Context: an optimization exercise on an open-source flow, tuned for small area. The choices shown serve that exercise and are no tape-out recipe.
The clock input has no modelled driver; a real chip could not lean on it and would need a root buffer or a full tree.
No activity file was given, so power comes from the tool's default toggle rates.

Setup of v14:
Design top, start of the top module:
module top(
    input clk,
    input rst,
    input dht_data,
    output tx,
    output led_red,
    output led_green,
    output led_blue
);
    reg [8:0] q_r;
    wire [8:0] q = q_r;
    reg [8:0] b;
    reg [9:0] cap;       
    reg       red, blue;
    wire      valid = ~(red & blue);
    wire q_fb  = q[3] ^ q[8];
    wire tick  = (q == 9'b011110001);
    wire samp  = (q == 9'b001111000);
    wire last  = b[8] & (&b[4:0]);                
    wire done  = tick & last;                     
    wire shift = samp & (b[8:3] == 6'b100000);    
    wire clear = ~b[8] & b[7];                    
    wire [1:0] ch = cap[9:8];
    wire [3:0] ct = cap[7:4];
    wire [3:0] co = cap[3:0];
    function [3:0] adj(input [3:0] d);
        reg a3;
        begin
            a3 = d[3] | (d[2] & (d[1] | d[0]));
            adj = {a3,
                   (d[3] & d[0]) | (d[2] & ~d[1] & ~d[0]),
                   (d[1] & (~d[2] | d[0])) | (d[3] & ~d[0]),
                   d[0] ^ a3};
        end
    endfunction
    wire [3:0] oa = adj(co);
    wire [3:0] ta = adj(ct);
    wire [8:0] q_nx;
    assign q_nx[0] = tick ? (last ? 1'b1 : 1'b0) : q_fb;
    assign q_nx[1] = q[0];
    assign q_nx[2] = q[1];
    assign q_nx[3] = q[2];
    assign q_nx[4] = tick ? (last ? 1'b0 : 1'b1) : q[3];
    assign q_nx[5] = q[4];
    assign q_nx[6] = q[5];
    assign q_nx[7] = tick ? (last ? 1'b1 : 1'b0) : q[6];
    assign q_nx[8] = q[7];
    always @(posedge clk or posedge rst) begin
        if (rst) begin
            q_r <= 9'b111100011;
            b <= 9'd12;
            red <= 1'b1;
            blue <= 1'b1;
        end else begin
            q_r <= q_nx;
            if (tick)
                b <= last ? 9'd12 : b + 9'd1;
            if (done) begin
                red <= (|ch) | ct[3] | ct[2] | (ct[1] & ct[0] & (|co));
                blue <= ~((|ch) | ct[3] | ct[2] | ct[1]);
            end
        end
    end
    always @(posedge clk) begin
        if (shift)
            cap <= {cap[8], ta, oa, dht_data};
        else if (clear)
            cap <= 10'd0;
    end
    assign led_red   = red & ~blue;
    assign led_blue  = blue;
    assign led_green = ~red & ~blue;
    reg [10:0] p_r;
  ...
clock: 20.0 ns
lec_check: 0
cap_margin: 0
core_margin: 2
core_utilization: 40
gpl_routability_driven: 0
gpl_timing_driven: 0
slew_margin: 0
standard.sh (not shown) runs the stock make flow with config.mk's settings and CLKGATE_MAP_FILE= SYNTH_SCRIPT=/design/flow/synth_recipe.tcl, a recipe that flattens the netlist after the stock synthesis.
==> flow/flow/run.sh <==
#!/bin/bash
# Own layout flow: the standard flow (standard.sh) with three changes:
#  - synthesis maps with an area-oriented ABC script (flow/area.abc) instead
#    of ORFS's speed script; everything else in synthesis is the standard flow's;
#  - ports are buffered with the smallest buffer (buf_1);
#  - CTS builds a one-level clock tree (flow/clock_tree.tcl) in place of
#    TritonCTS's H-tree; the rest of ORFS's cts.tcl (hold repair etc.) runs.
# Each tool's output stays in orfs/logs/; make's output goes to flow.log.
set -euo pipefail
W=$(pwd)
# ORFS scripts, with cts.tcl calling flow/clock_tree.tcl
rm -rf "$W/scripts"; cp -r "$FLOW_HOME/scripts" "$W/scripts"
sed -i 's|^log_cmd clock_tree_synthesis {\*}\$cts_args$|source '"$W"'/flow/clock_tree.tcl|' "$W/scripts/cts.tcl"
grep -q "flow/clock_tree.tcl" "$W/scripts/cts.tcl"
sed -i 's|^  log_cmd abc {\*}\$abc_args$|  log_cmd abc -script '"$W"'/flow/area.abc {*}[lrange $abc_args 2 end]|' "$W/scripts/synth.tcl"
grep -q "flow/area.abc" "$W/scripts/synth.tcl"
sed -e 's|SYNTH_SCRIPT=[^ ]*|SYNTH_SCRIPT='"$W"'/synth_recipe.tcl SCRIPTS_DIR='"$W"'/scripts CLOCK_BUF=sky130_fd_sc_hd__clkbuf_8 CLOCK_GROUPS=4 "BUFFER_PORTS_ARGS=-buffer_cell sky130_fd_sc_hd__buf_1"|' \
    standard.sh > "$W/my_standard.sh"
grep -q "SCRIPTS_DIR=" "$W/my_standard.sh"
bash "$W/my_standard.sh" > "$W/flow.log" 2>&1
==> flow/flow/area.abc <==
strash
ifraig
scorr
dc2
strash
&get -n
&dch -f
&nf -a
&put
Other scripts of this flow, unchanged in this note and not shown: flow/flow/clock_tree.tcl
v14 | stages: all done | timing, DRC, antenna: all pass
For v42, these inputs were changed with respect to v14:
- clearing GPL_ROUTABILITY_DRIVEN, which used to be 0
- swapping 0 for 20 in SLEW_MARGIN
- swapping 0 for 20 in CAP_MARGIN
--- a/flow/flow/run.sh
+++ b/flow/flow/run.sh
@@ -2,5 +2,7 @@
 # Own layout flow: the standard flow (standard.sh) with three changes:
 #  - synthesis maps with an area-oriented ABC script (flow/area.abc) instead
-#    of ORFS's speed script; everything else in synthesis is the standard flow's;
+#    of ORFS's speed script, and leaves adders to ABC (no ADDER_MAP_FILE)
+#    instead of mapping them to half/full adder cells first; everything else
+#    in synthesis is the standard flow's;
 #  - ports are buffered with the smallest buffer (buf_1);
 #  - CTS builds a one-level clock tree (flow/clock_tree.tcl) in place of
@@ -15,5 +17,5 @@
 sed -i 's|^  log_cmd abc {\*}\$abc_args$|  log_cmd abc -script '"$W"'/flow/area.abc {*}[lrange $abc_args 2 end]|' "$W/scripts/synth.tcl"
 grep -q "flow/area.abc" "$W/scripts/synth.tcl"
-sed -e 's|SYNTH_SCRIPT=[^ ]*|SYNTH_SCRIPT='"$W"'/synth_recipe.tcl SCRIPTS_DIR='"$W"'/scripts CLOCK_BUF=sky130_fd_sc_hd__clkbuf_8 CLOCK_GROUPS=4 "BUFFER_PORTS_ARGS=-buffer_cell sky130_fd_sc_hd__buf_1"|' \
+sed -e 's|SYNTH_SCRIPT=[^ ]*|SYNTH_SCRIPT='"$W"'/synth_recipe.tcl SCRIPTS_DIR='"$W"'/scripts CLOCK_BUF=sky130_fd_sc_hd__clkbuf_8 CLOCK_GROUPS=4 ADDER_MAP_FILE= "BUFFER_PORTS_ARGS=-buffer_cell sky130_fd_sc_hd__buf_1"|' \
     standard.sh > "$W/my_standard.sh"
 grep -q "SCRIPTS_DIR=" "$W/my_standard.sh"
==> flow/flow/area.abc <==
strash
ifraig
scorr
dc2
strash
&get -n
&deepsyn -T 10
&dch -f
&nf -a
&put
--- outcome ---
- Between v42 and v14, the difference in fmax is negligible.
- In v42, the die area came out about 7% below the value in v14.
- Note that the via count recorded for v14 amounts to 1.09 times the value seen in v42.
- Well tap count: v42 < v14
- Looking at synthesized cell count, v42 sits 16 below v14.
- v42 and v14 ended up with nearly the same post-layout worst setup margin.
- Relative to v14, slew at the pin with the worst max-slew slack has decreased by 0.25 ns in v42.
- Of v42 and v14, the higher synthesized area divided by synthesized cell count belongs to v42.
- In terms of worst hold slack, v14 and v42 differ only marginally.
- Of v42 and v14, the run reporting the lower worst max-slew margin expressed relative to the limit was v14.
- Taking v14 as the reference point, the total area of multi-input combinational cells of v42 falls by 180 µm².
For v9, these inputs were changed with respect to v42:
- a deleted GPL_TIMING_DRIVEN that had been 0
- a change of CAP_MARGIN from 20 to 0
- a change of CORE_UTILIZATION from 40 to 60
- an added PLACE_DENSITY of 0.7
- a change of SLEW_MARGIN from 20 to 0
--- a/flow/flow/run.sh
+++ b/flow/flow/run.sh
@@ -2,7 +2,5 @@
 # Own layout flow: the standard flow (standard.sh) with three changes:
 #  - synthesis maps with an area-oriented ABC script (flow/area.abc) instead
-#    of ORFS's speed script, and leaves adders to ABC (no ADDER_MAP_FILE)
-#    instead of mapping them to half/full adder cells first; everything else
-#    in synthesis is the standard flow's;
+#    of ORFS's speed script; everything else in synthesis is the standard flow's;
 #  - ports are buffered with the smallest buffer (buf_1);
 #  - CTS builds a one-level clock tree (flow/clock_tree.tcl) in place of
@@ -17,5 +15,5 @@
 sed -i 's|^  log_cmd abc {\*}\$abc_args$|  log_cmd abc -script '"$W"'/flow/area.abc {*}[lrange $abc_args 2 end]|' "$W/scripts/synth.tcl"
 grep -q "flow/area.abc" "$W/scripts/synth.tcl"
-sed -e 's|SYNTH_SCRIPT=[^ ]*|SYNTH_SCRIPT='"$W"'/synth_recipe.tcl SCRIPTS_DIR='"$W"'/scripts CLOCK_BUF=sky130_fd_sc_hd__clkbuf_8 CLOCK_GROUPS=4 ADDER_MAP_FILE= "BUFFER_PORTS_ARGS=-buffer_cell sky130_fd_sc_hd__buf_1"|' \
+sed -e 's|SYNTH_SCRIPT=[^ ]*|SYNTH_SCRIPT='"$W"'/synth_recipe.tcl SCRIPTS_DIR='"$W"'/scripts CLOCK_BUF=sky130_fd_sc_hd__clkbuf_8 CLOCK_GROUPS=4 "BUFFER_PORTS_ARGS=-buffer_cell sky130_fd_sc_hd__buf_1"|' \
     standard.sh > "$W/my_standard.sh"
 grep -q "SCRIPTS_DIR=" "$W/my_standard.sh"
==> flow/flow/area.abc <==
strash
ifraig
scorr
dc2
strash
&get -n
&dch -f
&nf -a
&put
[summary]
v42: all stages complete, timing, DRC and antenna checks passed
No stage failed in v9, and the final checks on the layout all came back clean.
Final critical delay including setup and external delays (v9 over v42): decrease, 0.0054 ns
Setup slack in v9 is larger than in v42.
Synthesized cell count delta for v9 relative to v42: 16 higher
Per the comparison of v9 with v42, core occupancy in the finished layout picked up an extra 22 points, share of the cycle needed by the critical path after routing now sits at about the same level.
[inputs] v13 vs v9
- removing PLACE_DENSITY (formerly 0.7)
- setting GPL_TIMING_DRIVEN to 0 for the first time
- changing CORE_UTILIZATION from 60 to 40
- changing SLEW_MARGIN from 0 to 20
- changing CAP_MARGIN from 0 to 20
==> flow/flow/area.abc <==
strash
ifraig
scorr
dc2
strash
&get -n
&deepsyn -T 20
&dch -f
&nf -a
&put
Notes after the runs:
Share of total power in sequential cells for v13 is lower than for v9. On number of ordinary inverters in the final layout, the lower figure sits with v9, not v13. In terms of combinational group share of total power, v13 and v9 differ only marginally. Measured against v9, the via count of the routed design of v13 comes out at 0.933 times the reference value. Total power consumption of the routed design in v13 vs v9: up 0.0018 mW. Netlist area before placement (v13 over v9): decrease, 2.1%. Changes observed in v13 relative to v9: cell area power density grew by 3.0%, final cycle utilization of the critical path grew by 0.79 points, global-route wire length before repair grew by about 1.3%.
Function was not checked in any run of this note: the RTL went through the layout flow alone. In every run of this note, the design's own scripts or RTL, not TritonCTS, make the clock network.

[afterwards: timing with drivers on the ports]
How much do the figures lean on ideal ports? The routed layouts below were timed once more, with nothing changed but the port constraints. Step 1 sets driving cells, clkbuf_16 on the clock port and buf_2 on the other inputs (assumed; they add their load-dependent delay and slew). Step 2 times the ports against the registers' clock, not the clock port: input delays grow and output delays shrink by t, the midpoint of the rising clock arrivals with the driver on. a / b / c = ideal / step 1 / step 2; a / b = the first two.
| run | t (ns) | slack for setup (ns) | worst setup path at the end | clock arrival spread, ns |
|---|---|---|---|---|
| v14 | 0.198 | 13.904 / 13.850 / 14.048 | register to output | 0.005 / 0.006 |
| v42 | 0.200 | 13.907 / 13.852 / 14.052 | register to output | 0.008 / 0.008 |
| v9 | 0.193 | 13.912 / 13.861 / 14.054 | register to output | 0.005 / 0.004 |
| v13 | 0.202 | 13.754 / 13.698 / 13.900 | register to output | 0.005 / 0.005 |
After both steps every run listed still meets setup and hold.
